Background: an optimization exercise with open tools, aiming at small area. Do not read the settings as production practice. Only simulation tests tie the RTL to the original design; equivalence was not proved. Power is estimated from default activity; no workload was simulated.

**flow/run.sh**
```bash
#!/bin/bash
# Own flow: the standard layout (standard.sh: all ORFS steps, the platform's power grid and
# tap cells, port buffers), with two changes:
#  - synthesis maps the logic with the area-oriented ABC script flow/abc_area2.script instead of
#    ORFS's abc_area.script. Everything else in synthesis (front end, -nofsm -noshare, flip-flop
#    mapping, flatten, renames) is synth_recipe.tcl's, so the registers are the standard synthesis's;
#  - clock tree synthesis runs without dummy loads and with the clustering in flow/cts.mk.
# Each tool's output is in own_flow.log and in ORFS's logs under orfs/logs.
set -euo pipefail
W=$(pwd)
F=$W/flow
# copy of ORFS synth.tcl whose abc call uses our script
sed 's|^  log_cmd abc {\*}\$abc_args|  set abc_args [lreplace $abc_args 1 1 $::env(OWN_ABC_SCRIPT)]\n  log_cmd abc {*}$abc_args|' \
  "$FLOW_HOME/scripts/synth.tcl" > "$W/own_synth_core.tcl"
grep -q OWN_ABC_SCRIPT "$W/own_synth_core.tcl"
# synth_recipe.tcl, sourcing that copy
sed "s|^source \$::env(SCRIPTS_DIR)/synth.tcl|source $W/own_synth_core.tcl|" synth_recipe.tcl > "$W/own_synth.tcl"
grep -q own_synth_core.tcl "$W/own_synth.tcl"
# The standard flow's config.mk plus our clock tree settings
{ echo "include $W/config.mk"; cat "$F/cts.mk"; } > "$W/own_config.mk"
# standard.sh with that synthesis script and config
sed -E -e "s|SYNTH_SCRIPT=[^ ]+|SYNTH_SCRIPT=$W/own_synth.tcl|" -e "s|DESIGN_CONFIG=[^ ]+|DESIGN_CONFIG=$W/own_config.mk|" \
  standard.sh > "$W/own_standard.sh"
grep -q own_synth.tcl "$W/own_standard.sh"
grep -q own_config.mk "$W/own_standard.sh"
export OWN_ABC_SCRIPT=$F/abc_area2.script
bash "$W/own_standard.sh" > "$W/own_flow.log" 2>&1
```
**flow/abc_area2.script**
```
strash
scorr
dc2
dch -f
amap -m
topo
```
**flow/cts.mk**
```make
export CTS_ARGS = -sink_clustering_enable -repair_clock_nets -dont_use_dummy_load
```
**standard.sh**
```bash
#!/bin/bash
# synth_recipe.tcl (not shown) runs the flow's synth.tcl, then flattens the netlist and writes it again
# the make line also repeats each setting of config.mk as NAME=value (left out here)
make -C /OpenROAD-flow-scripts/flow DESIGN_CONFIG=/design/flow/config.mk WORK_HOME=/design/flow/orfs CLKGATE_MAP_FILE= SYNTH_SCRIPT=/design/flow/synth_recipe.tcl "${@:-finish}"
```
**config.mk**
```make
export PLATFORM = sky130hd
export DESIGN_NAME = alarmclock
export DESIGN_NICKNAME = alarmclock
export VERILOG_FILES = /design/flow/design.v
export SDC_FILE = /design/flow/constraint.sdc
export NUM_CORES = 4
export LEC_CHECK = 0
export ABC_AREA = 1
export CAP_MARGIN = 20
export CORE_MARGIN = 2
export CORE_UTILIZATION = 70
export SLEW_MARGIN = 20
```
**constraint.sdc**
```tcl
create_clock -name core_clock -period 10.0 [get_ports {clk}]
set_input_delay 2.0000 -clock core_clock [delete_from_list [all_inputs] [get_ports {clk}]]
set_output_delay 2.0000 -clock core_clock [all_outputs]
set_load 0.01 [all_outputs]
```
**design.v**
```verilog
module keyunit (
	input      clk   ,
	input      rstn  ,
	input      key   ,       
	output reg shape         
	);
	reg [6:0] t20ms;
	reg       t    ;
	reg [1:0] cm   ;
	wire done = t20ms[0] && t20ms[1] && t20ms[2] && !t20ms[3] && !t20ms[4] && !t20ms[5] && !t20ms[6];
	always@(posedge clk or negedge rstn)     
		if(!rstn) t <= 1'b1;
		else t <= key;
	always@(posedge clk or negedge rstn)
		if(!rstn) begin
			shape <= 0;
			t20ms <= 0;
			cm    <= 0;
		end else begin
			shape <= cm == 2'd3 && done;
			t20ms <= (cm[0] && !done) ? {t20ms[5:0], ~^{t20ms[0], t20ms[6]}} : 7'd0;
			case (cm)
				2'd0: if (t && !key) cm <= 2'd1;
				2'd1: if (done) cm <= 2'd2;
				2'd2: if (!t && key) cm <= 2'd3;
				2'd3: if (done) cm <= 2'd0;
			endcase
		end
endmodule
module clock (clk,set,reset,Less_in,Middle_in,Big_in,Sec,Min,Hour,sign_out,Less_uart,Middle_uart,Big_uart,uart_sign,flag);
input set,reset,Less_in,Middle_in,Big_in,clk,uart_sign,flag;
output reg sign_out;
output reg [6:0]Sec;
output reg [6:0] Min;
output reg [6:0] Hour;
input [6:0]Less_uart,Middle_uart,Big_uart;
always@ (posedge clk , negedge reset)
begin
if (!reset)
begin
Sec <= 7'd58;
Min <= 7'd58;
Hour <= 7'd23;
sign_out <= 1'b0;
end
else if (flag && !set)
begin
if(Sec == 59 && Min != 59 && Hour <=23)  
begin
Min <= Min + 1'b1;
Sec <= 0;
end
else if (Hour == 23 && Min == 59 && Sec == 59 )  
begin
Hour <= 0;
Min <= 0;
Sec <= 0;
sign_out <= 1'b1;
end
else if (Hour < 23 && Min == 59 && Sec == 59 )  
begin
Hour <= Hour + 1'b1;
Min <= 0;
Sec <= 0;
end
else  
begin
Sec <= Sec + 1'b1;
sign_out <= 1'b0;
end
end
else if(set && !uart_sign)
begin
if(Less_in && !Middle_in && !Big_in)
Sec <= (Sec == 59) ? 7'd0 : Sec + 1'b1;
else if(!Less_in && Middle_in && !Big_in)
Min <= (Min == 59) ? 7'd0 : Min + 1'b1;
else if(!Less_in && !Middle_in && Big_in)
Hour <= (Hour == 23) ? 7'd0 : Hour + 1'b1;
end
else if (set && uart_sign)
begin
Sec <= Less_uart;
Min <= Middle_uart;
Hour <= Big_uart;
end
end
endmodule
module claendar (clk,Less,Middle,Big,Day,Month,Year,sign_in,reset,set,Less_uart,Middle_uart,Big_uart,uart_sign);
input clk,Less,Middle,Big,sign_in,reset,set,uart_sign;
input [6:0]Less_uart,Middle_uart,Big_uart;
output reg [6:0]Year;
output reg [6:0]Day;
output reg [6:0]Month;
reg x;
reg flag;
reg v, f, l;
always@ (posedge clk,negedge reset)
begin
if (!reset)
begin
x <= 1'b0;
flag <= 1'b0;
end
else
begin
flag <= sign_in;
x <= sign_in ? !flag : x;
end
end
always@ (posedge clk,negedge reset)
begin
if (!reset) begin v <= 1'b1; f <= 1'b0; l <= 1'b1; end
else
case (Month)
7'd1, 7'd3, 7'd5, 7'd7, 7'd8, 7'd10, 7'd12 : begin v <= 1'b1; f <= 1'b0; l <= 1'b1; end
7'd4, 7'd6, 7'd9, 7'd11 : begin v <= 1'b1; f <= 1'b0; l <= 1'b0; end
7'd2 : begin v <= 1'b1; f <= 1'b1; l <= (Year[1:0] == 2'b00); end
default begin v <= 1'b0; f <= 1'b0; l <= 1'b0; end
endcase
end
wire last = v && Day >= {2'b00, 5'd28} + {f ? 2'd0 : 2'd2} + l;
always@(posedge clk,negedge reset)
begin
if (!reset)
begin
Year <= 7'd24;
Day <= 7'd3;
Month <= 7'd3;
end
else if (set && !uart_sign)
begin
if (Less && !Middle && !Big)
Day <= last ? 7'd1 : Day + 1'b1;
else if (!Less && Middle && !Big)
Month <= (Month >= 12) ? 7'd1 : Month + 1'b1;
else if (!Less && !Middle && Big)
Year <= Year + 1'b1;
end
else if (set && uart_sign)
begin
Day <= Less_uart;
Month <= Middle_uart;
Year <= Big_uart;
end
else if (x)
begin
if (last)
begin
Day <= 7'd1;
Month <= Month + 1'b1;
end
else if (Month > 12)
begin
Year <= Year + 1'b1;
Month <= 7'd1;
end
else Day <= Day + 1'b1;
end
end
endmodule
module alarm (clk,set,reset,Sec,Min,Hour,Less_in,Big_in,Middle_in,stop,Sec_in,Min_in,Hour_in,music_out,Less_uart,Middle_uart,Big_uart,uart_sign);
input [6:0]Sec_in,Min_in,Hour_in;
input uart_sign;
input set,reset,Less_in,Big_in,Middle_in,clk,stop;
input [6:0] Less_uart,Middle_uart,Big_uart;
output reg [6:0]Sec;
output reg [6:0]Min;
output reg [6:0]Hour;
output reg music_out;
always@ (posedge clk,negedge reset)
begin
if(!reset)
begin
Sec <= 7'd0;
Min <= 7'd59;
Hour <= 7'd23;
end
else if (set && !uart_sign)
begin
if (Less_in && !Middle_in && !Big_in)
Sec <= (Sec >= 59) ? 7'd0 : Sec + 1'b1;
else if (!Less_in && Middle_in && !Big_in)
Min <= (Min >= 59) ? 7'd0 : Min + 1'b1;
else if (!Less_in && !Middle_in && Big_in)
Hour <= (Hour >= 23) ? 7'd0 : Hour + 1'b1;
end
else if (set && uart_sign)
begin
Sec <= Less_uart;
Min <= Middle_uart;
Hour <= Big_uart;
end
end
always@(posedge clk , negedge reset)
begin
if (!reset) music_out <= 1'b0;
else if (!stop) music_out <= 1'b0;
else if (Sec == Sec_in && Min == Min_in && Hour == Hour_in) music_out <= 1'b1;
end
endmodule
module baoshi (clk,reset,S_in,M_in,buzz,set_time,clk_1,clk_2);
input [6:0] S_in,M_in;
input set_time;
input clk,reset;
input clk_1,clk_2;    
output reg buzz;
always@ (posedge clk,negedge reset)
	begin
	if (!reset) buzz <= 1'b0;
	else if(set_time == 0)
	begin
		if (M_in == 59 && (S_in == 50 || S_in == 52 || S_in == 54 || S_in == 56 || S_in == 58)) buzz <= clk_2;
		else if (S_in == 0 && M_in == 0) buzz <= clk_1;
	end
	end
endmodule
module choosedisplay (clk,clock,calendar,set_time,set_clock,set_calendar,cal,ala,reset);
input clk,clock,calendar,set_time,set_clock,set_calendar,reset;
output reg cal, ala;    
reg [13:0] x;           
reg flag;
wire done = !x[0] && !x[1] && x[3] && !x[4] && !x[5] && x[6] && x[7] && x[8] && !x[9] && !x[10] && x[11] && x[12] && !x[13];  
always@ (posedge clk,negedge reset)
begin
if (!reset)
begin
flag <= 1'b0;
x <= 14'd0;
cal <= 1'b0;
ala <= 1'b0;
end
else
begin
x <= (flag && !done) ? {x[12:0], ~^{x[0], x[1], x[9], x[13]}} : 14'd0;
if (flag)
begin
if (done) flag <= 1'b0;
end
else if (!calendar) begin cal <= 1'b1; ala <= 1'b0; flag <= 1'b1; end
else if (!clock) begin cal <= 1'b0; ala <= 1'b1; flag <= 1'b1; end
else if (set_time) begin cal <= 1'b0; ala <= 1'b0; end
else if (set_calendar) begin cal <= 1'b1; ala <= 1'b0; end
else if (set_clock) begin cal <= 1'b0; ala <= 1'b1; end
else begin cal <= 1'b0; ala <= 1'b0; end
end
end
endmodule
module choosesend (
input [6:0]Less,
input [6:0]Middle,
input [6:0]Big,
output [6:0]Less_o,
output [6:0]Middle_o,
output [6:0]Big_o
);
assign Less_o = Less;
assign Middle_o = Middle;
assign Big_o = Big;
endmodule
  module timebase (
    input  clk,
    input  reset,
    output ev_sec,      
    output ev_rx,       
    output ev_tx,       
    output ev_q,        
    output ev_x24,      
    output scan,        
    output [10:0] tone, 
    output bs_long,     
    output bs_short     
  );
    reg started;
    reg [1:0] c4;
    reg [1:0] c3a;
  reg [1:0] c3b;
  reg [2:0] c5a;
  reg [2:0] c5b;
  reg [2:0] c7;
  reg [3:0] c13;
  reg [4:0] c17;
  reg [4:0] c23;
  reg [4:0] c31;
  reg [5:0] c37;
  reg [7:0] c229;
  reg [10:0] c1667;
  reg t42, t37, t35, t31, t28, t25, t23, t21, t18, t17, t15, t63, t51;
    wire m3  = (c3a[1]);
    wire m9  = m3 && (c3b[1]);
    wire m5  = (c5a[0] && !c5a[1]);
    wire m25 = m5 && (c5b[0] && !c5b[1]);
    wire m7  = (!c7[0] && !c7[1] && c7[2]);
    wire m17 = (c17[0] && c17[1] && c17[2] && !c17[3]);
    wire m23 = (c23[0] && c23[1] && !c23[2] && !c23[3]);
    wire m31 = (!c31[0] && !c31[1] && !c31[2] && !c31[3] && c31[4]);
    wire m37 = (!c37[1] && !c37[2] && !c37[3] && !c37[4]);
    always @(posedge clk, negedge reset)
      if (!reset) begin
        started <= 1'b0;
        c4 <= 2'd0;
        c3a <= 2'd0;
      c3b <= 2'd0;
      c5a <= 3'd3;
      c5b <= 3'd3;
      c7 <= 3'd0;
      c13 <= 4'd4;
      c17 <= 5'd15;
      c23 <= 5'd6;
      c31 <= 5'd0;
      c37 <= 6'd2;
      c229 <= 8'd197;
      c1667 <= 11'd1784;
      t42 <= 0; t37 <= 0; t35 <= 0; t31 <= 0; t28 <= 0; t25 <= 0; t23 <= 0;
        t21 <= 0; t18 <= 0; t17 <= 0; t15 <= 0; t63 <= 0; t51 <= 0;
      end else begin
        started <= 1'b1;
        c4 <= c4 + 1'b1;
        c3a <= {c3a[0:0], ~^{c3a[0], c3a[1]}};
      if (m3) c3b <= {c3b[0:0], ~^{c3b[0], c3b[1]}};
      c5a <= {c5a[1:0], ~^{c5a[0], c5a[2]} ^ (c5a[0] && !c5a[1])};
      if (m5) c5b <= {c5b[1:0], ~^{c5b[0], c5b[2]} ^ (c5b[0] && !c5b[1])};
      c7 <= {c7[1:0], ~^{c7[0], c7[2]}};
      c13 <= {c13[2:0], ~^{c13[0], c13[3]} ^ (!c13[0] && c13[1] && !c13[2])};
      c17 <= {c17[3:0], ~^{c17[0], c17[4]} ^ (c17[0] && c17[1] && c17[2] && !c17[3])};
      c23 <= {c23[3:0], ~^{c23[1], c23[4]} ^ (c23[0] && c23[1] && !c23[2] && !c23[3])};
      c31 <= {c31[3:0], ~^{c31[1], c31[4]}};
      c37 <= {c37[4:0], ~^{c37[0], c37[5]} ^ (!c37[1] && !c37[2] && !c37[3] && !c37[4])};
      c229 <= {c229[6:0], ~^{c229[0], c229[1], c229[6], c229[7]} ^ (!c229[0] && c229[1] && !c229[2] && !c229[3] && !c229[4] && c229[5] && c229[6])};
      c1667 <= {c1667[9:0], ~^{c1667[1], c1667[10]} ^ (!c1667[0] && !c1667[1] && c1667[2] && c1667[3] && c1667[4] && c1667[5] && c1667[6] && !c1667[7] && c1667[8])};
      t42 <= t42 ^ (c4[0] && m3 && m7);
        t37 <= t37 ^ m37;
        t35 <= t35 ^ (m5 && m7);
        t31 <= t31 ^ m31;
        t28 <= t28 ^ (c4 == 2'd3 && m7);
        t25 <= t25 ^ m25;
        t23 <= t23 ^ m23;
        t21 <= t21 ^ (m3 && m7);
        t18 <= t18 ^ (c4[0] && m9);
        t17 <= t17 ^ m17;
        t15 <= t15 ^ (m3 && m5);
        t63 <= t63 ^ (m9 && m7);
        t51 <= t51 ^ (m3 && m17);
      end
    assign ev_sec = started && (!c3a[0] && !c3a[1]) && (!c1667[0] && !c1667[2] && c1667[3] && c1667[4] && c1667[5] && c1667[6] && c1667[7] && !c1667[8] && c1667[9]);
    assign ev_rx  = started && !c4[0] && (!c13[1] && c13[2] && !c13[3]);
    assign ev_tx  = started && c4 == 2'd0 && (!c13[1] && c13[2] && !c13[3]);
    assign ev_q   = started && c4 == 2'd0 && (!c3a[0] && !c3a[1]) && (!c229[1] && c229[2] && !c229[3] && !c229[4] && !c229[5] && c229[6] && c229[7]);
    assign ev_x24 = m25;
    assign scan = t25;
    assign tone = {t15, t17, t18, t21, t23, t25, t28, t31, t35, t37, t42};
    assign bs_long = t63;
    assign bs_short = t51;
  endmodule
module dec2 (input [6:0] v, output [3:0] q, output [3:0] r);
  wire       q3 = v >= 7'd80;
  wire [6:0] v1 = q3 ? v - 7'd80 : v;
  wire       q2 = v1 >= 7'd40;
  wire [5:0] v2 = q2 ? v1 - 7'd40 : v1;
  wire       q1 = v2 >= 6'd20;
  wire [4:0] v3 = q1 ? v2 - 6'd20 : v2;
  wire       q0 = v3 >= 5'd10;
  wire [3:0] v4 = q0 ? v3 - 5'd10 : v3;
  assign q = {q3, q2, q1, q0};
  assign r = v4;
endmodule
module display (clk,reset,
  Sec,Min,Hour,aSec,aMin,aHour,Day,Month,Year,cal,ala,
  ev_x24,scan,DIG,Digitron_Out,stop);
input clk,reset,stop;
input [6:0] Sec,Min,Hour,aSec,aMin,aHour,Day,Month,Year;
input cal, ala;
input ev_x24, scan;
output [5:0]DIG;
output reg [7:0]Digitron_Out;
reg [3:0] count;
reg [3:0] P;
reg L60;
reg [2:0] js;
wire [2:0] js_n = (ev_x24 && !scan) ? {js[1:0], !js[2]} : js;
function [5:0] digsel(input [2:0] s);
  digsel = {s[0] && !s[1], s[1] && !s[2], s[2] && s[0], s[1] && !s[0], s[2] && !s[1], !s[2] && !s[0]};
endfunction
assign DIG = ~digsel(js);
wire [5:0] DIG_n = ~digsel(js_n);
wire [6:0] Ls = cal ? Day   : ala ? aSec  : Sec;
wire [6:0] Ms = cal ? Month : ala ? aMin  : Min;
wire [6:0] Bs = cal ? Year  : ala ? aHour : Hour;
wire [6:0] v = (!DIG_n[0] || !DIG_n[1]) ? Ls : (!DIG_n[2] || !DIG_n[3]) ? Ms : Bs;
wire hi = !DIG_n[1] || !DIG_n[3] || !DIG_n[5];
wire [3:0] q, r;
dec2 conv (.v(v), .q(q), .r(r));
wire cond = !L60 && !(!stop && ala);
wire dp = !DIG[2] || !DIG[4];
always@ (posedge clk,negedge reset)
begin
if (!reset)
begin
js <= 3'b000;
P <= 4'd0;
L60 <= 1'b0;
count <= 4'd0;
Digitron_Out <= 8'b00000000;
end
else
begin
js <= js_n;
P <= hi ? q : r;
L60 <= Ls == 7'd60;
if (cond)
begin
count <= P;
case (count)
4'd0 : Digitron_Out <= {dp, 7'b0111111};
4'd1 : Digitron_Out <= {dp, 7'b0000110};
4'd2 : Digitron_Out <= {dp, 7'b1011011};
4'd3 : Digitron_Out <= {dp, 7'b1001111};
4'd4 : Digitron_Out <= {dp, 7'b1100110};
4'd5 : Digitron_Out <= {dp, 7'b1101101};
4'd6 : Digitron_Out <= {dp, 7'b1111101};
4'd7 : Digitron_Out <= {dp, 7'b0000111};
4'd8 : Digitron_Out <= {dp, 7'b1111111};
4'd9 : Digitron_Out <= {dp, 7'b1101111};
default;
endcase
end
else Digitron_Out <= 8'b01000000;  
end
end
endmodule
module music (
  input key,
  input clk,
  input reset,
  input quarter,
  input [10:0] tone,
  output reg beep
);
  reg [6:0] flag;
  always@ (posedge clk,negedge reset)
    if (!reset) flag <= 7'd97;
    else if (quarter) flag <= (flag == 7'd0 || !key) ? 7'd97 : flag - 1'b1;
  always@ (posedge clk,negedge reset)
    if (!reset) beep <= 1'b0;
    else if (key)
      case (flag)
      7'd0: beep <= tone[8];
      7'd1: beep <= tone[8];
      7'd2: beep <= tone[8];
      7'd3: beep <= tone[8];
      7'd4: beep <= tone[8];
      7'd5: beep <= tone[8];
      7'd6: beep <= tone[6];
      7'd7: beep <= tone[7];
      7'd8: beep <= tone[7];
      7'd9: beep <= tone[3];
      7'd10: beep <= tone[3];
      7'd11: beep <= tone[4];
      7'd12: beep <= tone[4];
      7'd13: beep <= tone[7];
      7'd14: beep <= tone[5];
      7'd15: beep <= tone[6];
      7'd16: beep <= tone[6];
      7'd17: beep <= tone[6];
      7'd18: beep <= tone[6];
      7'd19: beep <= tone[6];
      7'd20: beep <= tone[6];
      7'd21: beep <= tone[5];
      7'd22: beep <= tone[4];
      7'd23: beep <= tone[3];
      7'd24: beep <= tone[3];
      7'd25: beep <= tone[3];
      7'd26: beep <= tone[3];
      7'd27: beep <= tone[3];
      7'd28: beep <= tone[3];
      7'd29: beep <= tone[2];
      7'd30: beep <= tone[1];
      7'd31: beep <= tone[1];
      7'd32: beep <= tone[2];
      7'd33: beep <= tone[0];
      7'd34: beep <= tone[6];
      7'd35: beep <= tone[6];
      7'd36: beep <= tone[7];
      7'd37: beep <= tone[7];
      7'd38: beep <= tone[6];
      7'd39: beep <= tone[6];
      7'd40: beep <= tone[6];
      7'd41: beep <= tone[10];
      7'd42: beep <= tone[9];
      7'd43: beep <= tone[8];
      7'd44: beep <= tone[6];
      7'd45: beep <= tone[6];
      7'd46: beep <= tone[6];
      7'd47: beep <= tone[6];
      7'd48: beep <= tone[5];
      7'd49: beep <= tone[10];
      7'd50: beep <= tone[7];
      7'd51: beep <= tone[7];
      7'd52: beep <= tone[7];
      7'd53: beep <= tone[7];
      7'd54: beep <= tone[7];
      7'd55: beep <= tone[7];
      7'd56: beep <= tone[9];
      7'd57: beep <= tone[8];
      7'd58: beep <= tone[8];
      7'd59: beep <= tone[8];
      7'd60: beep <= tone[8];
      7'd61: beep <= tone[6];
      7'd62: beep <= tone[3];
      7'd63: beep <= tone[1];
      7'd64: beep <= tone[8];
      7'd65: beep <= tone[8];
      7'd66: beep <= tone[8];
      7'd67: beep <= tone[8];
      7'd68: beep <= tone[7];
      7'd69: beep <= tone[7];
      7'd70: beep <= tone[6];
      7'd71: beep <= tone[6];
      7'd72: beep <= tone[6];
      7'd73: beep <= tone[10];
      7'd74: beep <= tone[9];
      7'd75: beep <= tone[8];
      7'd76: beep <= tone[6];
      7'd77: beep <= tone[6];
      7'd78: beep <= tone[6];
      7'd79: beep <= tone[6];
      7'd80: beep <= tone[5];
      7'd81: beep <= tone[10];
      7'd82: beep <= tone[7];
      7'd83: beep <= tone[7];
      7'd84: beep <= 1'b0;
      7'd85: beep <= tone[7];
      7'd86: beep <= tone[7];
      7'd87: beep <= tone[7];
      7'd88: beep <= tone[7];
      7'd89: beep <= tone[9];
      7'd90: beep <= tone[8];
      7'd91: beep <= tone[8];
      7'd92: beep <= tone[8];
      7'd93: beep <= tone[8];
      7'd94: beep <= tone[6];
      7'd95: beep <= tone[3];
      7'd96: beep <= tone[1];
      default;
      endcase
endmodule
module receive (
input uart,
input clk,
input reset,
input clk_2,           
output reg [6:0]Less,
output reg [6:0]Middle,
output reg [6:0]Big
);
reg uart_d;
reg flag;
reg [2:0] ch;
reg [4:0] s;
reg [6:0] acc, preB, preM;
wire take = s[0] && !s[3] && !s[4];       
wire s19 = s[4] && s[1] && s[0];
wire s8 = s[3] && !s[2] && !s[1] && !s[0];
wire s16 = s[4] && !s[1] && !s[0];
wire idle = ch == 3'd0 && s == 5'd0;
wire first = !ch[0] && s[2:1] == 2'd0;     
reg [6:0] add;
always @* case ({ch[0], s[2:1]})
  3'b000: add = 7'd10;
  3'b001: add = 7'd20;
  3'b010: add = 7'd40;
  3'b011: add = 7'd80;
  3'b100: add = 7'd1;
  3'b101: add = 7'd2;
  3'b110: add = 7'd4;
  default: add = 7'd8;
endcase
always@ (posedge clk,negedge reset)
begin
if (!reset)
begin
uart_d <= 1'b1;
flag <= 1'b0;
ch <= 3'd0;
s <= 5'd0;
acc <= 7'd0;
preB <= 7'd0;
preM <= 7'd0;
Big <= 7'd0;
Middle <= 7'd0;
Less <= 7'd0;
end
else if (clk_2)
begin
uart_d <= uart;
flag <= uart_d && !uart;
if (idle) s <= {4'd0, flag};
else if (s19) begin s <= 5'd0; ch <= (ch == 3'd5) ? 3'd0 : ch + 1'b1; end
else s <= s + 1'b1;
if (take) acc <= (first ? 7'd0 : acc) + (uart ? add : 7'd0);
if (s8 && ch == 3'd1) preB <= acc;
if (s8 && ch == 3'd3) preM <= acc;
if (ch == 3'd5 && s16)  
begin
Big <= preB;
Middle <= preM;
Less <= acc;
end
end
end
endmodule
module send (
input clk,
input reset,
input clk_2,              
input [6:0]Sec,
input [6:0]Min,
input [6:0]Hour,
input [6:0]Day,
input [6:0]Month,
input [6:0]Year,
output reg uart
);
reg half;
reg [4:0] c;
reg [3:0] b;
reg flag;    
reg nb;      
reg [6:0] val;
reg isdig, hi;
reg [7:0] ch;
always @* begin
  isdig = 1'b1; hi = 1'b0; val = Min; ch = 8'h00;
  case (c)
    5'd16: begin isdig = 1'b0; ch = 8'h32; end
    5'd15: begin isdig = 1'b0; ch = 8'h30; end
    5'd14: begin val = Year; hi = 1'b1; end
    5'd13: begin val = Year; end
    5'd12: begin isdig = 1'b0; ch = 8'h2d; end
    5'd11: begin val = Month; hi = 1'b1; end
    5'd10: begin val = Month; end
    5'd9:  begin isdig = 1'b0; ch = 8'h2d; end
    5'd8:  begin val = Day; hi = 1'b1; end
    5'd7:  begin val = Day; end
    5'd6:  begin isdig = 1'b0; ch = 8'h20; end
    5'd5:  begin val = Hour; hi = 1'b1; end
    5'd4:  begin val = Hour; end
    5'd3:  begin isdig = 1'b0; ch = 8'h3a; end
    5'd2:  begin val = Min; hi = 1'b1; end
    5'd1:  begin val = Min; end
    default: begin isdig = 1'b0; ch = 8'h0d; end
  endcase
end
wire [3:0] q, r;
dec2 conv (.v(val), .q(q), .r(r));
wire [7:0] chr = isdig ? {4'h3, hi ? q : r} : ch;
wire fbit = (b == 4'd9) ? 1'b0 : (b == 4'd0) ? 1'b1 : chr[4'd8 - b];
wire y0 = !half && c == 5'd0 && b == 4'd0;
wire show = !half || (c == 5'd0 && b == 4'd0);    
always@(posedge clk,negedge reset)
begin
if (!reset)
begin
half <= 1'b1; c <= 5'd16; b <= 4'd9;
flag <= 1'b0;
nb <= 1'b0;
uart <= 1'b1;
end
else
begin
nb <= fbit;
if (clk_2)
begin
uart <= (Sec != 7'd0 && !y0 && show) ? nb : 1'b1;
if (Sec == 7'd0) flag <= 1'b0;
else if (y0)
begin
half <= 1'b1; c <= 5'd16; b <= 4'd9;
flag <= 1'b1;
end
else if (!flag)
begin
if (b != 4'd0) b <= b - 1'b1;
else
begin
b <= 4'd9;
if (c != 5'd0) c <= c - 1'b1;
else begin c <= 5'd16; half <= 1'b0; end
end
end
end
end
end
endmodule
module alarmclock (clk,set_time,set_clock,set_calendar,reset,Less_in,Middle_in,Big_in,DIG,Digitron_Out,buzz,stop,clock,calendar,uart,uart_sign,uart_out);
input clk,reset,Less_in,Middle_in,Big_in,stop,uart,uart_sign;
input set_time,set_clock,set_calendar;
input clock,calendar;
output wire uart_out;
output [5:0]DIG;
output [7:0]Digitron_Out;
output buzz;
wire [6:0] Sec,Min,Hour,aSec,aMin,aHour,Day,Month,Year;
wire [6:0] Less_uart,Middle_uart,Big_uart,Less_r,Middle_r,Big_r;
wire sign_out;
wire pressa,pressb,pressc;
wire music_out;
wire beep1,beep2;
wire cal, ala;
wire ev_sec, ev_rx, ev_tx, ev_q, ev_x24, scan, bs_long, bs_short;
wire [10:0] tone;
timebase TB (.clk(clk), .reset(reset), .ev_sec(ev_sec), .ev_rx(ev_rx), .ev_tx(ev_tx), .ev_q(ev_q),
  .ev_x24(ev_x24), .scan(scan), .tone(tone), .bs_long(bs_long), .bs_short(bs_short));
clock U1 (clk,set_time,reset,pressa,pressb,pressc,Sec,Min,Hour,sign_out,Less_uart,Middle_uart,Big_uart,uart_sign,ev_sec);
display U2 (.clk(clk), .reset(reset), .Sec(Sec), .Min(Min), .Hour(Hour), .aSec(aSec), .aMin(aMin), .aHour(aHour),
  .Day(Day), .Month(Month), .Year(Year), .cal(cal), .ala(ala), .ev_x24(ev_x24), .scan(scan),
  .DIG(DIG), .Digitron_Out(Digitron_Out), .stop(stop));
keyunit U3 (clk,reset,Less_in,pressa);
keyunit U10 (clk,reset,Middle_in,pressb);
keyunit U11 (clk,reset,Big_in,pressc);
baoshi U4 (clk,reset,Sec,Min,beep1,set_time,bs_long,bs_short);
claendar U5 (clk,pressa,pressb,pressc,Day,Month,Year,sign_out,reset,set_calendar,Less_uart,Middle_uart,Big_uart,uart_sign);
alarm U7 (clk,set_clock,reset,aSec,aMin,aHour,pressa,pressc,pressb,stop,Sec,Min,Hour,music_out,Less_uart,Middle_uart,Big_uart,uart_sign);
music U6 (.key(music_out), .clk(clk), .reset(reset), .quarter(ev_q), .tone(tone), .beep(beep2));
choosedisplay U9 (clk,clock,calendar,set_time,set_clock,set_calendar,cal,ala,reset);
receive U12 (.uart(uart), .clk(clk), .reset(reset), .clk_2(ev_rx), .Less(Less_r), .Middle(Middle_r), .Big(Big_r));
choosesend U13 (Less_r,Middle_r,Big_r,Less_uart,Middle_uart,Big_uart);
send U14 (.clk(clk), .reset(reset), .clk_2(ev_tx), .Sec(Sec), .Min(Min), .Hour(Hour), .Day(Day), .Month(Month), .Year(Year), .uart(uart_out));
assign buzz = music_out ? beep2 : beep1;
endmodule
```
==> results of run 1 <==
[worst paths after layout]
kind,end,cells past startpoint
max in group asynchronous,U12.ch[1],2
worst max register to register,U2.P[2],33
min in group asynchronous,TB.c31[2],1
worst min register to register,TB.c23[1],0
worst max-delay path,U2.P[2],33
worst min-delay path,TB.c23[1],0
[state kept, by name (all words and copies together), names as in the netlist, 8 cells and up]
register / count
TB.c1667: 11
TB.c229: 8
U2.Digitron_Out: 8
U9.x: 14
[critical path, delay by kind of cell (launching register included)]
family          cells  cell delay [ns]
flops               1             0.54
fa+ha+maj           4             1.04
buf+inv             8             1.58
simple gates        7             0.91
compound gates     14             3.79
[final cells by class]
cell class | instances | area, um^2 | share of cell area [%]
Sequential cell | 287 | 7260 | 43.7
Timing Repair Buffer | 40 | 388 | 2.33
Multi-Input combinational cell | 1169 | 6840 | 41.1
Inverter | 286 | 1070 | 6.46
Clock buffer | 29 | 726 | 4.36
Tap cell | 275 | 344 | 2.07
[per-layer routing]
metal	vias up	GRT usage, %	wire, um
met1	6605	50.7	16700
met4	0	18.0	2200
li1	6359	-	-
met5	-	0	0
met3	198	6.93	3940
met2	857	63.6	20500
[synth_stat cells (all sizes together), types with 29 or more instances]
master  number  area (um^2)
o22ai      136          851
nor2       234          878
nor3        56          280
nor2b       29          181
a21oi      123          616
nand2      125          469
dfrtp      223         5580
o21ai      112          561
clkinv     286         1070
ha          69          863
a22oi       40          300
dfstp       64         1680
[power groups by stage]
stage	sequential [W]	combinational, W	clock, W
2_1_floorplan	0.00134	0.000481	0
3_3_place_gp	0.00136	0.000643	0
3_5_place_dp	0.00137	0.000678	0
4_1_cts	0.00135	0.000695	0.000928
5_1_grt	0.00136	0.000789	0.000971
6_report	0.00135	0.000713	0.000933
[kinds of logic after synthesis]
group / share of synthesized area [%]
other: 0.0247
and+or+nand+nor: 15.7
DFF: 47.9
xor gates and xnor gates: 0.115
AOI/OAI and AO/OA: 23.4
buffers and inverters: 7.08
adders and majority gates: 5.82
[metrics by stage]
stage	total power (W)	utilization [%]
after floorplan	0.00182	-
after global placement	0.00201	75.2
after detailed placement	0.00204	75.2
after CTS	0.00297	78.6
after global routing	0.00312	78.6
final	0.00300	78.6
==> flow_metrics.env, run 1 <==
export IMPL_path_class="reg2reg"
export IMPL_vias=14000
export IMPL_clockRootBuffer="clkbuf_16"
export IMPL_maxCapViolCount=0
export IMPL_cpMostUsedCell="clkinv_1"
export IMPL_async_flop_share_pct=100
export IMPL_syn_avg_cell_area_um2=8.71
export IMPL_crit_fanout=15
export IMPL_slowest_delay_ns=0.57
export IMPL_cts_hold_buf=0
export IMPL_p_switching_w=0.000971
export IMPL_power_density_nw_per_um2=180
export IMPL_p_int_w=0.00203
export IMPL_p_leak_nw=6.63
export IMPL_ys_flop_type="dfrtp_1"
export IMPL_clock_sinks=287
export IMPL_clkTransAtPathRegs_ns=0.06
export IMPL_slowest_stage="o311ai_0"
export IMPL_clkPwrFrac_pct=31.1
export IMPL_yosysUniqueCellTypes=56
export IMPL_cts_setup_buffers=0
export IMPL_yosysWarningCount=11
export IMPL_fin_ws_ns=2.07
export IMPL_cts_tree="yes"
export IMPL_ctsResizeCount=0
export IMPL_slew_headroom_pct=30.5
export IMPL_io_buffers=28
export IMPL_grt_max_degree=159
export IMPL_placed_cells=2057
export IMPL_seqPwrFrac_pct=45.1
export IMPL_finalCriticalPeriod_ns=7.93
export IMPL_min_from="TB.c23[0]"
export IMPL_cts_max_level=1
export IMPL_start_util_pct=71.7
export IMPL_drc=0
export IMPL_rsz0062_at_grt="false"
export IMPL_ctsLongestPathBuffers=3
export IMPL_worst_slew_pin_slew_ns=1.04
export IMPL_start_kind="flip-flop"
export IMPL_ys_seq_elements=287
export IMPL_final_cell_mix="clkinv_1, nor2_1, dfrtp_1"
export IMPL_die_area_um2=22900
export IMPL_hold_path_class="reg2reg"
export IMPL_place_worst_setup_slack_ns=2.30
export IMPL_synth_edff_count=0
export IMPL_setup_violations=0
export IMPL_irDropWorstVdd_v=0.000157
export IMPL_nets=1896
export IMPL_period_share_pct=79.3
export IMPL_drive_gt1_share_pct=5.85
export IMPL_die_w_um=151
export IMPL_stdcell_area_um2=16600
export IMPL_first_global_vias=13800
export IMPL_crit_start="TB.c5a[0]"
export IMPL_critPathCaptureType="flip-flop"
export IMPL_rows=53
export IMPL_hpwl_um=30800
export IMPL_r2r_slack_ns=2.07
export IMPL_worst_hold_slack_ns=0.330
export IMPL_power_frac_comb_pct=23.8
export IMPL_layout_commonest_cell="clkinv_1"
export IMPL_drt_iter0_drc=1641
export IMPL_num_io_pins=29
export IMPL_totalWireLength_um=43300
export IMPL_place_gp_congestion=1.07
export IMPL_worstReg2RegStart="TB.c5a[0]"
export IMPL_clock_latency_ns=0.57
export IMPL_gr_total_overflow=0
export IMPL_synthesis_area_um2=15200
export IMPL_seq_area_frac_synth_pct=47.9
export IMPL_diodes=0
export IMPL_fin_setup_tns_ns=0
export IMPL_hold_violations=0
export IMPL_max_freq_mhz=126
export IMPL_syn_to_final_growth_pct=9.61
export IMPL_syn_inst=1742
export IMPL_required_ns=10.45
export IMPL_fin_cells=2086
export IMPL_core_area_um2=21200
export IMPL_placed_area_um2=15900
export IMPL_postRouteAntennaNets=0
export IMPL_antenna_found_initial=0
export IMPL_outcome="timing/DRC/antenna clean"
export IMPL_crit_arrival_ns=8.38
export IMPL_drv_slew=0
export IMPL_firstDrtPassIters=7
export IMPL_cts_buffers=29
export IMPL_grt_pass1_wl_um=69900
export IMPL_wl_per_cell_um=20.7
export IMPL_synth_nets=1825
export IMPL_vias_per_cell=6.72
export IMPL_die_h_um=151
export IMPL_skew_ns=0.0527
export IMPL_grtUsageTotal_pct=38.8
export IMPL_fill_cells=1377
export IMPL_switching_share_pct=32.4
==> inputs of run 2 (changes only) <==
==> flow/cts.mk (replaced) <==
export CTS_ARGS = -sink_clustering_enable -repair_clock_nets -dont_use_dummy_load -buf_list sky130_fd_sc_hd__clkbuf_16 -sink_clustering_size 20 -sink_clustering_max_diameter 60
==> flow_metrics.env, run 2 <==
export IMPL_outcome="timing/DRC/antenna clean"
export IMPL_stdcell_area_um2=16600
export IMPL_ys_seq_elements=287
export IMPL_die_w_um=151
export IMPL_yosys_top_cells_area="dfrtp_1, dfstp_2, clkinv_1, nor2_1, ha_1"
export IMPL_totalWireLength_um=43000
export IMPL_layout_commonest_cell="clkinv_1"
export IMPL_diodes=0
export IMPL_max_freq_mhz=125
export IMPL_start_kind="flip-flop"
export IMPL_hold_path_class="reg2reg"
export IMPL_yosys_area_top_type="dfrtp_1"
export IMPL_gr_total_overflow=0
export IMPL_synth_common_cells="clkinv_1, nor2_1, dfrtp_1"
export IMPL_top_register="U9.x"
export IMPL_rsz0062_at_grt="false"
export IMPL_async_flop_share_pct=100
export IMPL_first_global_vias=13500
export IMPL_seq_area_frac_synth_pct=47.9
export IMPL_synth_edff_count=0
export IMPL_syn_avg_cell_area_um2=8.71
export IMPL_clock_sinks=287
export IMPL_top_regs="U9.x (14), TB.c1667 (11)"
export IMPL_firstDrtPassIters=9
export IMPL_place_gp_congestion=1.07
export IMPL_ctsResizeCount=0
export IMPL_setup_violations=0
export IMPL_fin_util_pct=78.3
export IMPL_critPathCaptureType="flip-flop"
export IMPL_irDropWorstVdd_v=0.000138
export IMPL_skew_ns=0.0856
export IMPL_cts_buffers=26
export IMPL_hold_violations=0
export IMPL_slowest_stage="o311ai_0"
export IMPL_io_buffers=28
export IMPL_drt_iter0_drc=1848
export IMPL_vias_per_cell=6.69
export IMPL_period_share_pct=80.1
export IMPL_cpMostUsedCell="clkinv_1"
export IMPL_drive_gt1_share_pct=5.70
export IMPL_start_util_pct=71.7
export IMPL_yosysWarningCount=11
export IMPL_clockRootBuffer="clkbuf_16"
export IMPL_clkTransAtPathRegs_ns=0.08
export IMPL_drv_slew=0
export IMPL_final_cell_mix="clkinv_1, nor2_1, dfrtp_1"
export IMPL_synth_nets=1825
export IMPL_required_ns=10.44
export IMPL_cts_hold_buf=0
export IMPL_core_area_um2=21200
export IMPL_clock_latency_ns=0.57
export IMPL_syn_inst=1742
export IMPL_p_leak_nw=6.59
export IMPL_wl_per_cell_um=20.6
export IMPL_path_class="reg2reg"
export IMPL_grt_max_degree=159
export IMPL_crit_arrival_ns=8.44
export IMPL_num_io_pins=29
export IMPL_yosysMostFrequentCell="clkinv_1"
export IMPL_syn_to_final_growth_pct=9.11
export IMPL_ys_flop_type="dfrtp_1"
export IMPL_finalCriticalPeriod_ns=8.01
export IMPL_largest_reg_flops=14
export IMPL_postRouteAntennaNets=0
export IMPL_hpwl_um=30800
export IMPL_maxCapViolCount=0
export IMPL_grt_pass1_wl_um=69200
export IMPL_slowest_delay_ns=0.59
export IMPL_cts_setup_buffers=0
export IMPL_worst_hold_slack_ns=0.341
export IMPL_vias=13900
export IMPL_netlist_area_leader_share_pct=36.8
export IMPL_worst_slew_pin_slew_ns=1.12
export IMPL_synthesis_area_um2=15200
export IMPL_grtUsageTotal_pct=38.4
export IMPL_antenna_found_initial=0
export IMPL_cts_tree="yes"
export IMPL_power_density_nw_per_um2=177
export IMPL_fin_setup_tns_ns=0
export IMPL_die_area_um2=22900
export IMPL_slew_headroom_pct=24.3
export IMPL_ctsLongestPathBuffers=3
export IMPL_placed_area_um2=15900
export IMPL_drc=0
export IMPL_cts_max_level=1
export IMPL_nets=1893
export IMPL_crit_fanout=15
export IMPL_die_h_um=151
export IMPL_yosysUniqueCellTypes=56
export IMPL_rows=53
run 2: changes by cell type in the layout (fill, tap and decap cells not counted):
cell	before	now
clkbuf_16	29	26
o21ai_0	111	112
o21ai_1	1	0
run 2: worst max-delay path: cells and delay by family (launching register included):
family	cells	cell delay, ns
adder cells (fa/ha/maj)	4	1.04
flip-flops	1	0.55
AO/OA/AOI/OAI	14	3.85
AND/OR/NAND/NOR	7	0.90
buffers and inverters	8	1.57
run 2: area by class of cell:
type / instances / area (um^2)
clock buffer: 26 / 651
sequential: 287 / 7260
timing repair buffer: 40 / 388
fill: 1396 / 4600
inverter: 286 / 1070
multi-input combinational: 1169 / 6840
tap: 275 / 344
run 2: worst paths after layout:
kind / from / endpoint / slack (ns) / cells past startpoint
worst min-delay path: TB.c1667[9] / TB.c1667[10] / 0.34 / 0
worst max register to register: TB.c5a[0] / U2.P[2] / 1.99 / 33
max in group asynchronous: reset / U12.Middle[2] / 7.15 / 2
worst max-delay path: TB.c5a[0] / U2.P[2] / 1.99 / 33
min in group asynchronous: reset / TB.c31[2] / 1.57 / 1
worst min register to register: TB.c1667[9] / TB.c1667[10] / 0.34 / 0
run 2: metal layers:
metal | global-route usage (%) | share of wire (%)
met5 | 0 | 0
met4 | 16.9 | 5.1
met3 | 6.20 | 8.3
met2 | 63.3 | 47
met1 | 50.5 | 40
run 2: power by group:
group	internal (W)	total [W]	switching (W)	leakage, nW
Combinational	0.000263	0.000711	0.000448	2.80
Clock	0.000455	0.000867	0.000412	0.320
Sequential	0.00126	0.00135	0.0000935	3.47
Total	0.00198	0.00293	0.000954	6.59
run 2: cells by family (layout without fill, tap and decap cells):
kind of cell | count (synthesis) | count (layout) | synth area share (%)
DFF | 287 | 287 | 47.9
and+or+nand+nor | 536 | 536 | 15.7
other | 1 | 1 | 0.0247
AOI/OAI and AO/OA | 560 | 560 | 23.4
xor gates and xnor gates | 2 | 2 | 0.115
buffers and inverters | 286 | 352 | 7.08
adders and majority gates | 70 | 70 | 5.82
run 2: metrics by stage:
stage / worst slack [ns] / power [W] / std cells
final: 1.99 / 0.00293 / 2083
after global routing: 1.23 / 0.00305 / 2083
after CTS: 2.14 / 0.00290 / 2083
after detailed placement: 2.30 / 0.00204 / 2057
after global placement: 2.87 / 0.00201 / 2057
after floorplan: 2.83 / 0.00182 / 1742
==> inputs of run 3 (changes only) <==
==> flow/cts.mk (replaced) <==
export CTS_ARGS = -sink_clustering_enable -repair_clock_nets -dont_use_dummy_load -buf_list sky130_fd_sc_hd__clkbuf_16 -sink_clustering_size 30 -sink_clustering_max_diameter 80
==> flow_metrics.env, run 3 <==
export IMPL_outcome="timing/DRC/antenna clean"
export IMPL_critPathCaptureType="flip-flop"
export IMPL_clock_latency_ns=0.51
export IMPL_required_ns=10.41
export IMPL_setup_violations=0
export IMPL_power_w=0.00266
export IMPL_totalWireLength_um=41100
export IMPL_start_kind="flip-flop"
export IMPL_rsz0062_at_grt="false"
export IMPL_largest_reg_flops=14
export IMPL_grtUsageTotal_pct=37.0
export IMPL_min_from="TB.c17[0]"
export IMPL_p_switching_w=0.000886
export IMPL_netlist_area_leader_share_pct=36.8
export IMPL_hold_path_class="reg2reg"
export IMPL_io_buffers=28
export IMPL_multiInputGateArea_um2=6840
export IMPL_hold_depth=0
export IMPL_crit_arrival_ns=8.30
export IMPL_reg2regPathDepth=33
export IMPL_clkTransAtPathRegs_ns=0.11
export IMPL_skew_ns=0.0462
export IMPL_die_h_um=151
export IMPL_r2r_slack_ns=2.11
export IMPL_start_util_pct=71.7
export IMPL_drv_slew=0
export IMPL_syn_avg_cell_area_um2=8.71
export IMPL_path_class="reg2reg"
export IMPL_synth_common_cells="clkinv_1, nor2_1, dfrtp_1"
export IMPL_fill_cells=1454
export IMPL_rr_endpoint="U2.P[2]"
export IMPL_cts_tree="yes"
export IMPL_seq_area_frac_synth_pct=47.9
export IMPL_switching_share_pct=33.3
export IMPL_synth_edff_count=0
export IMPL_clockRootBuffer="clkbuf_16"
export IMPL_finalCriticalPeriod_ns=7.89
export IMPL_busiest_layer="met2"
export IMPL_die_area_um2=22900
export IMPL_grt_pass1_wl_um=67100
export IMPL_p_int_w=0.00177
export IMPL_syn_to_final_growth_pct=7.13
export IMPL_yosysMostFrequentCell="clkinv_1"
export IMPL_yosysUniqueCellTypes=56
export IMPL_hold_violations=0
export IMPL_diodes=0
export IMPL_place_gp_congestion=1.07
export IMPL_cts_max_level=1
export IMPL_drt_iter0_drc=1528
export IMPL_maxCapViolCount=0
export IMPL_crit_fanout=15
export IMPL_met3_usage_pct=6.08
export IMPL_syn_inst=1742
export IMPL_period_share_pct=78.9
export IMPL_synth_nets=1825
export IMPL_p_leak_nw=6.44
export IMPL_clkPwrFrac_pct=22.9
export IMPL_fin_util_pct=76.8
export IMPL_first_global_vias=13400
export IMPL_hpwl_um=30800
export IMPL_nets=1881
export IMPL_whs_endpoint="TB.c17[1]"
export IMPL_synthesis_area_um2=15200
export IMPL_layout_commonest_cell="clkinv_1"
export IMPL_slew_headroom_pct=29.5
export IMPL_gr_total_overflow=0
export IMPL_drive_gt1_share_pct=5.07
export IMPL_cts_setup_buffers=0
export IMPL_grt_max_degree=159
export IMPL_regArea_um2=7260
export IMPL_yosysWarningCount=11
export IMPL_num_io_pins=29
export IMPL_vias=13700
export IMPL_antenna_found_initial=0
export IMPL_slowest_delay_ns=0.56
export IMPL_max_freq_mhz=127
export IMPL_ctsResizeCount=0
export IMPL_worstReg2RegStart="TB.c5a[0]"
export IMPL_cts_hold_buf=0
export IMPL_ctsLongestPathBuffers=3
export IMPL_final_cell_mix="clkinv_1, nor2_1, dfrtp_1"
export IMPL_irDropWorstVdd_v=0.000180
export IMPL_worst_slew_pin_slew_ns=1.05
export IMPL_cts_buffers=14
export IMPL_wl_per_cell_um=19.8
export IMPL_clock_sinks=287
export IMPL_grt_util_met2_pct=60.4
export IMPL_yosys_top_cells_area="dfrtp_1, dfstp_2, clkinv_1, nor2_1, ha_1"
export IMPL_seqPwrFrac_pct=50.8
export IMPL_drc=0
export IMPL_rows=53
export IMPL_power_density_nw_per_um2=164
export IMPL_fin_setup_tns_ns=0
export IMPL_ys_flop_type="dfrtp_1"
export IMPL_firstDrtPassIters=8
export IMPL_yosys_area_top_type="dfrtp_1"
export IMPL_postRouteAntennaNets=0
export IMPL_core_area_um2=21200
export IMPL_cpMostUsedCell="clkinv_1"
export IMPL_top_register="U9.x"
export IMPL_top_regs="U9.x (14), TB.c1667 (11)"
export IMPL_vias_per_cell=6.61
export IMPL_slowest_stage="dfstp_2"
export IMPL_grtUsageMet1_pct=49.4
export IMPL_power_frac_comb_pct=26.3
export IMPL_ys_seq_elements=287
export IMPL_die_w_um=151
export IMPL_async_flop_share_pct=100
-- run 3: cell counts after synthesis --
Identical to the previous run, type by type.
-- run 3: metal layers --
metal,routed length [um],vias to the layer above
met3,3570,157
met2,19400,709
li1,-,6331
met4,1920,0
met1,16200,6498
met5,0,-
-- run 3: critical path: cells and delay by family, from the launching register on --
family | cells | cell delay, ns
AOI/OAI and AO/OA | 14 | 3.74
and+or+nand+nor | 7 | 0.90
adders and majority gates | 4 | 1.02
buffers and inverters | 8 | 1.56
DFF | 1 | 0.56
-- run 3: how the worst max path moves through the flow --
stage / slack, ns / endpoint / start
2_1_floorplan: 2.83 / U2.P[2] / TB.c5a[0]
3_3_place_gp: 2.87 / U2.P[2] / TB.c5a[0]
3_5_place_dp: 2.30 / U2.P[2] / TB.c5a[0]
4_1_cts: 2.21 / U2.P[2] / TB.c5a[0]
5_1_grt: 1.27 / U2.P[2] / TB.c5a[0]
6_report: 2.11 / U2.P[2] / TB.c5a[0]
-- run 3: logic make-up after synthesis --
group	synth area share [%]
AO/OA/AOI/OAI	23.4
XOR/XNOR	0.115
adder cells (fa/ha/maj)	5.82
buffers and inverters	7.08
flip-flops	47.9
other	0.0247
AND/OR/NAND/NOR	15.7
-- run 3: metrics by stage --
step                      hold slack, ns  cells  worst slack (ns)  instance area [um^2]
after CTS                          0.343   2071              2.21                 16300
after global placement             0.351   2057              2.87                 15900
after floorplan                    0.346   1742              2.83                 15200
after global routing               0.340   2071              1.27                 16300
final                              0.334   2071              2.11                 16300
after detailed placement           0.362   2057              2.30                 15900
-- run 3: final cells by class --
cell class / count / area share [%]
Sequential cell: 287 / 44.7
Inverter: 286 / 6.60
Multi-Input combinational cell: 1169 / 42.1
Tap cell: 275 / 2.12
Timing Repair Buffer: 40 / 2.39
Clock buffer: 14 / 2.16
-- run 3: power by group through the flow --
stage / registers [W] / clock network (W) / logic [W]
6_report: 0.00135 / 0.000609 / 0.000700
4_1_cts: 0.00135 / 0.000611 / 0.000684
3_5_place_dp: 0.00137 / 0 / 0.000678
5_1_grt: 0.00136 / 0.000648 / 0.000777
2_1_floorplan: 0.00134 / 0 / 0.000481
3_3_place_gp: 0.00136 / 0 / 0.000643
==> inputs of run 4 (changes only) <==
==> flow/cts.mk (replaced) <==
export CTS_ARGS = -sink_clustering_enable -repair_clock_nets -dont_use_dummy_load -buf_list sky130_fd_sc_hd__clkbuf_8 -sink_clustering_size 18 -sink_clustering_max_diameter 60
==> flow_metrics.env, run 4 <==
export IMPL_outcome="timing/DRC/antenna clean"
export IMPL_yosysWarningCount=11
export IMPL_hpwl_um=30800
export IMPL_slowest_delay_ns=0.56
export IMPL_die_h_um=151
export IMPL_ys_seq_elements=287
export IMPL_start_util_pct=71.7
export IMPL_drc=0
export IMPL_clkTransAtPathRegs_ns=0.11
export IMPL_fin_ws_ns=2.13
export IMPL_grt_max_degree=159
export IMPL_netlist_area_leader_share_pct=36.8
export IMPL_cpMostUsedCell="clkinv_1"
export IMPL_top_register="U9.x"
export IMPL_ctsLongestPathBuffers=3
export IMPL_yosys_top_cells_area="dfrtp_1, dfstp_2, clkinv_1, nor2_1, ha_1"
export IMPL_nets=1893
export IMPL_skew_ns=0.119
export IMPL_drv_slew=0
export IMPL_seq_area_frac_synth_pct=47.9
export IMPL_io_buffers=28
export IMPL_cts_max_level=1
export IMPL_fin_cells=2083
export IMPL_power_density_nw_per_um2=163
export IMPL_grt_pass1_wl_um=66900
export IMPL_syn_avg_cell_area_um2=8.71
export IMPL_cts_tree="yes"
export IMPL_num_io_pins=29
export IMPL_gr_total_overflow=0
export IMPL_cts_hold_buf=0
export IMPL_syn_to_final_growth_pct=7.18
export IMPL_drive_gt1_share_pct=5.70
export IMPL_slowest_stage="dfstp_2"
export IMPL_worst_hold_slack_ns=0.329
export IMPL_start_kind="flip-flop"
export IMPL_diodes=0
export IMPL_finalCriticalPeriod_ns=7.87
export IMPL_yosysMostFrequentCell="clkinv_1"
export IMPL_firstDrtPassIters=7
export IMPL_async_flop_share_pct=100
export IMPL_crit_arrival_ns=8.34
export IMPL_irDropWorstVdd_v=0.000119
export IMPL_synth_nets=1825
export IMPL_syn_inst=1742
export IMPL_vias=13700
export IMPL_rows=53
export IMPL_critPathCaptureType="flip-flop"
export IMPL_largest_reg_flops=14
export IMPL_synth_common_cells="clkinv_1, nor2_1, dfrtp_1"
export IMPL_totalWireLength_um=41100
export IMPL_yosys_area_top_type="dfrtp_1"
export IMPL_crit_fanout=15
export IMPL_slew_headroom_pct=27.9
export IMPL_drt_iter0_drc=1499
export IMPL_ctsResizeCount=0
export IMPL_yosysUniqueCellTypes=56
export IMPL_place_gp_congestion=1.07
export IMPL_rsz0062_at_grt="false"
export IMPL_placed_cells=2057
export IMPL_core_area_um2=21200
export IMPL_die_w_um=151
export IMPL_hold_path_class="reg2reg"
export IMPL_synthesis_area_um2=15200
export IMPL_required_ns=10.47
export IMPL_ys_flop_type="dfrtp_1"
export IMPL_clock_latency_ns=0.62
export IMPL_final_cell_mix="clkinv_1, nor2_1, dfrtp_1"
export IMPL_clock_sinks=287
export IMPL_die_area_um2=22900
export IMPL_max_freq_mhz=127
export IMPL_hold_violations=0
export IMPL_cts_setup_buffers=0
export IMPL_maxCapViolCount=0
export IMPL_period_share_pct=78.7
export IMPL_setup_violations=0
export IMPL_place_worst_setup_slack_ns=2.30
export IMPL_top_regs="U9.x (14), TB.c1667 (11)"
export IMPL_wl_per_cell_um=19.7
export IMPL_p_leak_nw=6.46
export IMPL_first_global_vias=13300
export IMPL_vias_per_cell=6.57
export IMPL_cts_buffers=26
export IMPL_worst_slew_pin_slew_ns=1.07
export IMPL_fin_setup_tns_ns=0
export IMPL_path_class="reg2reg"
export IMPL_clockRootBuffer="clkbuf_8"
export IMPL_grtUsageTotal_pct=37.0
export IMPL_antenna_found_initial=0
export IMPL_layout_commonest_cell="clkinv_1"
export IMPL_synth_edff_count=0
export IMPL_postRouteAntennaNets=0
run 4: path summary, 6_finish.rpt:
path | cells past startpoint | endpoint | startpoint | slack [ns]
worst max-delay path | 33 | U2.P[2] | TB.c5a[0] | 2.13
worst min-delay path | 0 | TB.c23[1] | TB.c23[0] | 0.33
worst max register to register | 33 | U2.P[2] | TB.c5a[0] | 2.13
worst min register to register | 0 | TB.c23[1] | TB.c23[0] | 0.33
max in group asynchronous | 2 | U12.preB[5] | reset | 7.17
min in group asynchronous | 1 | TB.c31[0] | reset | 1.53
run 4: layer usage:
metal | GRT usage, % | vias up | routed length [um]
met2 | 60.2 | 723 | 19000
met3 | 5.81 | 176 | 3590
li1 | - | 6340 | -
met5 | 0 | - | 0
met1 | 49.6 | 6450 | 16400
met4 | 16.0 | 0 | 2060
run 4: cells by family (layout without fill, tap and decap cells):
logic type                 count (synthesis)  count (layout)  share of synthesized area [%]
other                                      1               1                         0.0247
AOI/OAI and AO/OA                        560             560                           23.4
and+or+nand+nor                          536             536                           15.7
buffers and inverters                    286             352                           7.08
adders and majority gates                 70              70                           5.82
xor gates and xnor gates                   2               2                          0.115
DFF                                      287             287                           47.9
run 4: power by group:
group / leakage (nW) / internal, W / switching, W
combinational: 2.80 / 0.000263 / 0.000436
sequential: 3.47 / 0.00126 / 0.0000926
clock: 0.187 / 0.000231 / 0.000372
run 4: cell type report:
type / count / area, um^2
timing repair buffer: 40 / 388
inverter: 286 / 1070
fill: 1458 / 4890
clock buffer: 26 / 358
multi-input combinational: 1169 / 6840
tap: 275 / 344
sequential: 287 / 7260
run 4: per-stage QoR:
| stage | cell area, um^2 | util (%) | power, W |
|---|---|---|---|
| 4_1_cts | 16300 | 76.9 | 0.00263 |
| 2_1_floorplan | 15200 | - | 0.00182 |
| 6_report | 16300 | 76.9 | 0.00265 |
| 3_5_place_dp | 15900 | 75.2 | 0.00204 |
| 5_1_grt | 16300 | 76.9 | 0.00278 |
| 3_3_place_gp | 15900 | 75.2 | 0.00201 |
run 4: critical path, delay by kind of cell, from the launching register on:
kind | cells | cell delay (ns)
fa+ha+maj | 4 | 1.02
simple gates | 7 | 0.91
compound gates | 14 | 3.72
flops | 1 | 0.56
buf+inv | 8 | 1.57
==> inputs of run 5 (changes only) <==
--- a/flow/run.sh
+++ b/flow/run.sh
@@ -6,3 +6,4 @@
 #    mapping, flatten, renames) is synth_recipe.tcl's, so the registers are the standard synthesis's;
-#  - clock tree synthesis runs without dummy loads and with the clustering in flow/cts.mk.
+#  - clock tree synthesis runs without dummy loads and with the clustering in flow/cts.mk, and
+#    the port buffers (one on every input and output, as standard) are buf_1 cells (flow/cts.mk).
 # Each tool's output is in own_flow.log and in ORFS's logs under orfs/logs.
==> flow/abc_area2.script (replaced) <==
strash
scorr
dc2
&get -n
&deepsyn -T 60
&put
dch -f
amap -m
topo
==> flow/cts.mk (replaced) <==
export CTS_ARGS = -sink_clustering_enable -repair_clock_nets -dont_use_dummy_load -buf_list sky130_fd_sc_hd__clkbuf_16 -sink_clustering_size 24 -sink_clustering_max_diameter 70
export BUFFER_PORTS_ARGS = -inputs -outputs -buffer_cell sky130_fd_sc_hd__buf_1
==> flow_metrics.env, run 5 <==
export IMPL_worst_slew_pin_slew_ns=1.08
export IMPL_firstDrtPassIters=12
export IMPL_period_share_pct=75.1
export IMPL_clock_latency_ns=0.53
export IMPL_rows=52
export IMPL_slowest_delay_ns=0.54
export IMPL_ys_seq_elements=287
export IMPL_drive_gt1_share_pct=5.21
export IMPL_syn_to_final_growth_pct=6.30
export IMPL_hold_violations=0
export IMPL_die_area_um2=22200
export IMPL_hold_path_class="reg2reg"
export IMPL_netlist_area_leader_share_pct=38.0
export IMPL_crit_fanout=10
export IMPL_p_leak_nw=6.27
export IMPL_antenna_found_initial=0
export IMPL_io_buffers=28
export IMPL_vias=12900
export IMPL_cpMostUsedCell="clkinv_1"
export IMPL_rsz0062_at_grt="false"
export IMPL_syn_inst=1640
export IMPL_power_w=0.00261
export IMPL_clock_sinks=287
export IMPL_start_util_pct=71.9
export IMPL_place_gp_congestion=1.02
export IMPL_placed_area_um2=15200
export IMPL_largest_reg_flops=14
export IMPL_clockRootBuffer="clkbuf_16"
export IMPL_power_density_nw_per_um2=167
export IMPL_async_flop_share_pct=100
export IMPL_grtUsageTotal_pct=35.6
export IMPL_nets=1775
export IMPL_ys_flop_type="dfrtp_1"
export IMPL_yosysWarningCount=11
export IMPL_vias_per_cell=6.58
export IMPL_gr_total_overflow=0
export IMPL_skew_ns=0.0591
export IMPL_top_register="U9.x"
export IMPL_grt_max_degree=162
export IMPL_ctsResizeCount=0
export IMPL_wl_per_cell_um=19.9
export IMPL_hpwl_um=28500
export IMPL_syn_avg_cell_area_um2=8.96
export IMPL_crit_arrival_ns=7.86
export IMPL_finalCriticalPeriod_ns=7.51
export IMPL_critPathCaptureType="flip-flop"
export IMPL_synthesis_area_um2=14700
export IMPL_stdcell_area_um2=15600
export IMPL_outcome="timing/DRC/antenna clean"
export IMPL_die_w_um=149
export IMPL_postRouteAntennaNets=0
export IMPL_start_kind="flip-flop"
export IMPL_synth_common_cells="clkinv_1, nor2_1, dfrtp_1"
export IMPL_path_class="reg2reg"
export IMPL_drv_slew=0
export IMPL_top_regs="U9.x (14), TB.c1667 (11)"
export IMPL_synth_edff_count=0
export IMPL_place_worst_setup_slack_ns=2.74
export IMPL_clkTransAtPathRegs_ns=0.09
export IMPL_cts_max_level=1
export IMPL_synth_nets=1723
export IMPL_fin_util_pct=76.4
export IMPL_core_area_um2=20400
export IMPL_yosysUniqueCellTypes=57
export IMPL_fin_ws_ns=2.49
export IMPL_layout_commonest_cell="clkinv_1"
export IMPL_diodes=0
export IMPL_yosys_top_cells_area="dfrtp_1, dfstp_2, clkinv_1, nor2_1, ha_1"
export IMPL_cts_tree="yes"
export IMPL_maxCapViolCount=0
export IMPL_cts_setup_buffers=0
export IMPL_drt_iter0_drc=1352
export IMPL_fin_setup_tns_ns=0
export IMPL_required_ns=10.35
export IMPL_totalWireLength_um=38900
export IMPL_yosys_area_top_type="dfrtp_1"
export IMPL_grt_pass1_wl_um=62800
export IMPL_yosysMostFrequentCell="clkinv_1"
export IMPL_first_global_vias=12500
export IMPL_irDropWorstVdd_v=0.000193
export IMPL_setup_violations=0
export IMPL_die_h_um=149
export IMPL_ctsLongestPathBuffers=3
export IMPL_drc=0
export IMPL_final_cell_mix="clkinv_1, nor2_1, dfrtp_1"
export IMPL_cts_hold_buf=0
export IMPL_slew_headroom_pct=27.7
export IMPL_num_io_pins=29
export IMPL_max_freq_mhz=133
export IMPL_cts_buffers=17
export IMPL_slowest_stage="dfstp_2"
export IMPL_seq_area_frac_synth_pct=49.4
[run 5: changes by cell type after synthesis, moves of 16 or more]
| cell | previous run | this run |
|---|---|---|
| o22ai_1 | 136 | 98 |
| a22oi_1 | 40 | 10 |
| a21oi_1 | 123 | 97 |
| a221oi_1 | 27 | 7 |
| o221ai_1 | 11 | 28 |
| nor2b_1 | 29 | 45 |
| o21ai_0 | 112 | 96 |
[run 5: layout make-up]
cell class | instances | area, um^2
repair buffers | 33 | 159
multi-input cells | 1080 | 6400
flip-flops and latches | 287 | 7260
inverters | 273 | 1020
fillers | 1423 | 4820
well taps | 270 | 338
clock buffers | 17 | 425
[run 5: metal layers]
metal	track usage, %	share of wire (%)
met5	0	0
met4	14.6	4.6
met3	6.45	8.9
met2	58.0	47
met1	47.6	40
[run 5: worst max-delay path, delay by kind of cell, from the launching register on]
family                     cells  cell delay (ns)
AOI/OAI and AO/OA             13             3.35
buffers and inverters          9             1.67
and+or+nand+nor                6             0.90
adders and majority gates      4             0.87
DFF                            1             0.54
[run 5: path summary, 6_finish.rpt]
kind | end | slack, ns | depth (start not counted) | start
setup / recovery | U2.P[1] | 2.49 | 32 | TB.c5a[0]
hold / removal | TB.c1667[6] | 0.34 | 0 | TB.c1667[5]
setup reg to reg | U2.P[1] | 2.49 | 32 | TB.c5a[0]
hold reg to reg | TB.c1667[6] | 0.34 | 0 | TB.c1667[5]
max in group asynchronous | U12.acc[5] | 7.00 | 2 | reset
min in group asynchronous | U6.flag[2] | 1.58 | 1 | reset
[run 5: logic make-up after synthesis]
logic type | Yosys count | synth area share (%)
and+or+nand+nor | 535 | 16.3
other | 1 | 0.0255
muxes | 1 | 0.0682
xor gates and xnor gates | 4 | 0.239
AOI/OAI and AO/OA | 469 | 20.9
adders and majority gates | 70 | 6.01
buffers and inverters | 273 | 6.98
DFF | 287 | 49.4
[run 5: where the power goes]
group	internal [W]	switching [W]	total (W)
combinational	0.000194	0.000356	0.000549
clock	0.000304	0.000371	0.000675
sequential	0.00128	0.000111	0.00139
total	0.00177	0.000837	0.00261
[run 5: per-stage QoR]
| stage | hold WS (ns) | cells |
|---|---|---|
| finish | 0.344 | 1960 |
| global route | 0.345 | 1960 |
| CTS | 0.342 | 1960 |
| detailed placement | 0.354 | 1943 |
| global placement | 0.351 | 1943 |
| floorplan | 0.346 | 1640 |

[static timing again, ports no longer ideal]
In the flow no input, the clock included, has a driving cell. The finished layouts below were timed again as built, in two steps.
Step 1 sets driving cells, clkbuf_16 on the clock port and buf_2 on the other inputs (assumed; they add their load-dependent delay and slew).
Step 2 times the ports against the registers' clock, not the clock port: input delays grow and output delays shrink by t, the midpoint of the rising clock arrivals with the driver on.
Slacks: ideal / step 1 / step 2; pairs: ideal / step 1.
run	t (ns)	setup WS [ns]	latest minus earliest clock arrival (ns)
run 1	0.594	2.070 / 2.070 / 2.070	0.054 / 0.054
run 2	0.575	1.993 / 1.993 / 1.993	0.087 / 0.088
run 3	0.537	2.114 / 2.114 / 2.114	0.054 / 0.053
run 4	0.606	2.129 / 2.129 / 2.129	0.119 / 0.118
run 5	0.545	2.493 / 2.493 / 2.493	0.061 / 0.061
After both steps every run listed still meets setup and hold.
